Source: an optimization exercise on an open RTL-to-GDS flow (aim: small area, a short achievable clock period and few clock cycles). Production flows keep margins and buffers that such runs may drop.
Only simulation tests tie the RTL to the original design; equivalence was not proved.
Power and IR drop assume default switching activity.

==> flow/design.v, too long to show whole: its modules and the start of the top module <==
// module milestone1: 1331 lines
module milestone1 (
		input logic clock,
		input logic Resetn,
		input logic Enable,
		output	logic [17:0] SRAM_address,
		output 	logic [15:0] SRAM_write_data,
		output	logic SRAM_we_n,
		input		logic [15:0] SRAM_read_data,
		output   logic M1_end
);
  // ...
==> flow/flow/run.sh <==
#!/bin/bash
# Standard layout, with buf_2 port buffers, timing repair aiming at a 14.9 ns
# setup margin, and clock tree sinks clustered without a diameter limit.
export BUFFER_PORTS_ARGS="-buffer_cell sky130_fd_sc_hd__buf_2"
export SETUP_SLACK_MARGIN=14.9
export CTS_ARGS="-sink_clustering_enable -repair_clock_nets -sink_clustering_size 22 -sink_clustering_max_diameter 400 -clustering_unbalance_ratio 0.2"
bash standard.sh > standard.log 2>&1
==> flow/standard.sh <==
#!/bin/bash
# synth_recipe.tcl (not shown) runs the flow's synth.tcl, then flattens the netlist and writes it again
# the make line also repeats each setting of config.mk as NAME=value (left out here)
make -C /OpenROAD-flow-scripts/flow DESIGN_CONFIG=/design/flow/config.mk WORK_HOME=/design/flow/orfs CLKGATE_MAP_FILE= SYNTH_SCRIPT=/design/flow/synth_recipe.tcl "${@:-finish}"
==> flow/config.mk <==
export PLATFORM = sky130hd
export DESIGN_NAME = milestone1
export DESIGN_NICKNAME = milestone1
export VERILOG_FILES = /design/flow/design.v
export SDC_FILE = /design/flow/constraint.sdc
export NUM_CORES = 4
export LEC_CHECK = 0
export CAP_MARGIN = 20
export CORE_MARGIN = 2
export CORE_UTILIZATION = 40
export CTS_CLUSTER_DIAMETER = 120
export CTS_CLUSTER_SIZE = 22
export SLEW_MARGIN = 20
==> flow/constraint.sdc <==
create_clock -name core_clock -period 20.0 [get_ports {clock}]
set_input_delay 4.0000 -clock core_clock [delete_from_list [all_inputs] [get_ports {clock}]]
set_output_delay 4.0000 -clock core_clock [all_outputs]
set_load 0.01 [all_outputs]
==> out/results.tsv, run 1 <==
metric	value	unit
design_area	0.02221	mm2
r2r-end	f_lc$_DFF_P_	
num-nonclk-buffers	65	
layout_commonest_cell	inv_1	
fin_setup_tns	0	ns
cts_tree	done	
design.seq.count	298	
switching_share	20.78	%
numPlacedInstances	2642	
multi_input_area	0.01162	mm2
pg_clk	373	uW
yosysTopAreaCell	edfxtp_1	
synth-edff-count	148	
p_int	800.8	uW
worst_slack	14.92	ns
drc	0	
maxPowerGroup	sequential cells	
fillers	4870	
cp.arrival	1.08	ns
grt_max_degree	63	
status	timing/DRC/antenna clean	
multi_input_area_share	52.31	%
synth_cells	1951	
buf_share	1.656	%
irDropWorstVdd	62.03	uV
synth_xor_area_share	4.109	%
diodes	0	
dpl.hpwl	37.78	mm
start_util	40.39	%
ant_nets	0	
ys_types	61	
synth_nets	2349	
path_cells	buf_2	
synthAdderAreaFrac	31.02	%
min_period	5.077	ns
gp_congestion	0.9219	
power	1011	uW
core	0.05120	mm2
Testbench counts, summed over its fixed seeds: cycles 775,708.
==> run 2: changes to the inputs <==
==> flow/flow/run.sh (replaced) <==
#!/bin/bash
# Standard layout, with buf_2 port buffers, timing repair aiming at a 14.9 ns
# setup margin, and balanced clock tree levels.
export BUFFER_PORTS_ARGS="-buffer_cell sky130_fd_sc_hd__buf_2"
export SETUP_SLACK_MARGIN=14.9
export CTS_ARGS="-sink_clustering_enable -repair_clock_nets -sink_clustering_size 22 -sink_clustering_max_diameter 120 -balance_levels -num_static_layers 1"
bash standard.sh > standard.log 2>&1
==> out/results.tsv, run 2 <==
metric	value	unit	change
cp.arrival	1.08	ns	about the same
chipWidth	231.4	um	unchanged
layout_commonest_cell	inv_1		unchanged
grt_max_degree	63		unchanged
synth_seq_cells	298		unchanged
synth_top_area_share	21.49	%	unchanged
power	1036	uW	was 1011 uW
gp_congestion	0.9219		unchanged
final-hold-violation-count	0		unchanged
clockRootBuffer	clkbuf_16		unchanged
power.leakage	0.009931	uW	was 0.009906 uW
nNetsFinal	2384		was 2383
critPathRequiredTime	16.00	ns	about the same
cp-start-kind	flop		unchanged
die_h	231.4	um	unchanged
yosysWarnings	1		unchanged
wirelength	47.91	mm	was 47.67 mm
worst_path_max_delay_cell	dfrtp_1		was edfxtp_1
synth_nets	2349		unchanged
fp-row-count	83		unchanged
final_layout_size_suffix_gt1_share	7.858	%	was 7.816%
diodes	0		unchanged
synth_area_leaders	edfxtp_1 (21%), fa_1 (21%), dfxtp_1 (14%), ha_1 (9.6%), inv_1 (6.7%)		unchanged
grt_pass1_wl	76.98	mm	was 76.77 mm
ys_seq_area_share	36.16	%	unchanged
cts_buffer_depth	3		unchanged
top_regs	SRAM_address: 18 flops, rgb_addr: 18 flops		unchanged
yosysTopAreaCell	edfxtp_1		unchanged
path_cells	buf_2		unchanged
fin_crit_sh	25.39	%	was 25.38%
worstSetupPathType	flop to primary output		unchanged
final_cell_mix	inv_1 (369), fa_1 (220), ha_1 (158), edfxtp_1 (148)		was inv_1 (368), fa_1 (220), ha_1 (158), edfxtp_1 (148)
cts.sinks	298		unchanged
hp-class	flop to flop		unchanged
drv_slew	0		unchanged
irDropWorstVdd	70.12	uV	was 62.03 uV
maxCapViolCount	0		unchanged
status	timing/DRC/antenna clean		unchanged
fmax	197.0	MHz	about the same
slew_headroom	29.88	%	was 28.29%
crit_family	flip-flops		unchanged
tightest_slew	1.052	ns	was 1.076 ns
cts_tree	done		unchanged
path_max_fanout	1		unchanged
area_growth	7.697	%	was 7.431%
start_util	40.39	%	unchanged
async_flop_share	2.013	%	unchanged
max_stage_delay	0.38	ns	was 0.37 ns
vias	13470		was 13500
synth-edff-count	148		unchanged
min_period	5.077	ns	about the same
htreeDepth	1		unchanged
rsz0062_at_grt	true		unchanged
synth_top_cells_by_count	inv_1 (370), fa_1 (220), ha_1 (159)		unchanged
grt_pass1_vias	14110		was 14100
fin_skew	0.02674	ns	was 0.04630 ns
track_usage	18.42	%	was 18.39%
power_density	46.51	mW/mm2	was 45.51 mW/mm2
port_buffers	54		unchanged
syn_avg_cell_area	10.60	um2	unchanged
core	0.05120	mm2	unchanged
drt_iter0_drc	876		was 857
dpl.hpwl	37.78	mm	unchanged
clock_latency	0.56	ns	about the same
wl_per_cell	17.89	um	was 17.81 um
synthFlopType	edfxtp_1		unchanged
via_per_inst	5.029		was 5.046
yosysMostFrequentCell	inv_1		unchanged
numCtsBuffers	18		was 17
antenna_found_initial	1		unchanged
fin_setup_tns	0	ns	unchanged
overflow	0		unchanged
netlist_area	0.02068	mm2	unchanged
clkTransAtPathRegs	0.10	ns	about the same
drc	0		unchanged
crit_buf_inv	1		unchanged
ios	55		unchanged
synth_cells	1951		unchanged
setup_viol	0		unchanged
ant_nets	0		unchanged
ys_types	61		unchanged
die_area	0.05353	mm2	unchanged
detail_route.first_pass.iterations	5		unchanged
cp-end-kind	primary output		unchanged
==> run 2: cell counts after synthesis <==
Identical to the previous run, type by type.
==> run 2: where the power goes <==
| part | total (uW) | internal [uW] | switching (uW) |
|---|---|---|---|
| sequential | 634 | 634 | 0 |
| combinational | 3.37 | 1.36 | 2.01 |
| clock | 398 | 177 | 221 |
| total | 1040 | 813 | 223 |
==> run 2: final cells by class <==
class / instances / area [um2]
Clock buffer: 28 / 488.0
Inverter: 370 / 1393
Fill cell: 4870 / 28930
Sequential cell: 298 / 7480
Timing Repair inverter: 1 / 5.005
Tap cell: 680 / 850.8
Timing Repair Buffer: 65 / 367.9
Multi-Input combinational cell: 1232 / 11620
Clock inverter: 4 / 68.82
==> run 2: final timing paths <==
| path | end | depth (start not counted) | startpoint | slack (ns) |
|---|---|---|---|---|
| max in group asynchronous | pos[2]$_DFF_PN0_ | 1 | Resetn | 16.57 |
| worst min register to register | up0[0]$_DFFE_PP_ | 0 | up1[0]$_DFFE_PP_ | 0.44 |
| worst max-delay path | M1_end | 1 | M1_end$_DFF_PN0_ | 14.92 |
| worst min-delay path | up0[0]$_DFFE_PP_ | 0 | up1[0]$_DFFE_PP_ | 0.44 |
| worst max register to register | f_lc$_DFF_P_ | 16 | fsel$_DFF_P_ | 15.10 |
| min in group asynchronous | state[1]$_DFF_PN0_ | 1 | Resetn | 3.25 |
==> run 2: per-stage QoR <==
| step | instances | util (%) | instance area (um2) | setup WS (ns) | hold slack, ns |
|---|---|---|---|---|---|
| 2_1_floorplan | 1951 | - | 20680 | 14.95 | 0.4204 |
| 3_3_place_gp | 2642 | 42.30 | 21650 | 14.80 | 0.4243 |
| 3_5_place_dp | 2642 | 42.30 | 21650 | 14.69 | 0.4280 |
| 4_1_cts | 2674 | 43.40 | 22220 | 14.90 | 0.4349 |
| 5_1_grt | 2678 | 43.50 | 22270 | 14.86 | 0.4533 |
| 6_report | 2678 | 43.50 | 22270 | 14.92 | 0.4407 |
==> run 2: logic make-up after synthesis <==
group / Yosys count / share of synthesized area, %
adders and majority gates: 381 / 31.02
xor gates and xnor gates: 97 / 4.109
buffers and inverters: 421 / 7.727
and+or+nand+nor: 410 / 9.216
muxes: 69 / 3.655
DFF: 298 / 36.16
AOI/OAI and AO/OA: 275 / 8.114
==> run 2: what timing repair did <==
item	CTS	global route
hold buffers	0	0
buffers inserted	0	3
setup endpoints to repair	2	13
pin swaps	0	2
cloned	0	1
resized for setup	1	8
==> run 2: per-layer routing <==
layer  vias up  wire length (um)  track usage [%]
li1       6436                 -                -
met1      6735             22150            25.51
met2       242             22880            31.08
met3        53              1904            2.301
met4         2               914            3.448
met5         -                60           0.8272

## separate check: timing with driven ports
The results above use ideal ports. As a check the final layouts listed here were re-extracted and re-timed, cells and wires unchanged.
Step 1 assumes that a clkbuf_16 drives the clock port and a buf_2 every other input.
Step 2 times the ports against the registers' clock, not the clock port: input delays grow and output delays shrink by t, the midpoint of the rising clock arrivals with the driver on.
Three values: ideal, step 1, step 2; two values: the first two.
run | shift t [ns] | setup WS [ns] | hold slack, ns | pins driven straight from the clock port
run 1 | 0.603 | 14.923 / 14.862 / 14.676 | 0.431 / 0.431 / 0.431 | 1
run 2 | 0.605 | 14.923 / 14.865 / 14.723 | 0.441 / 0.441 / 0.441 | 1
After both steps setup and hold are still met in every run listed. The setup slack of run 1, which loses most, moves by -0.061 ns with the drivers and by -0.247 ns with both steps.
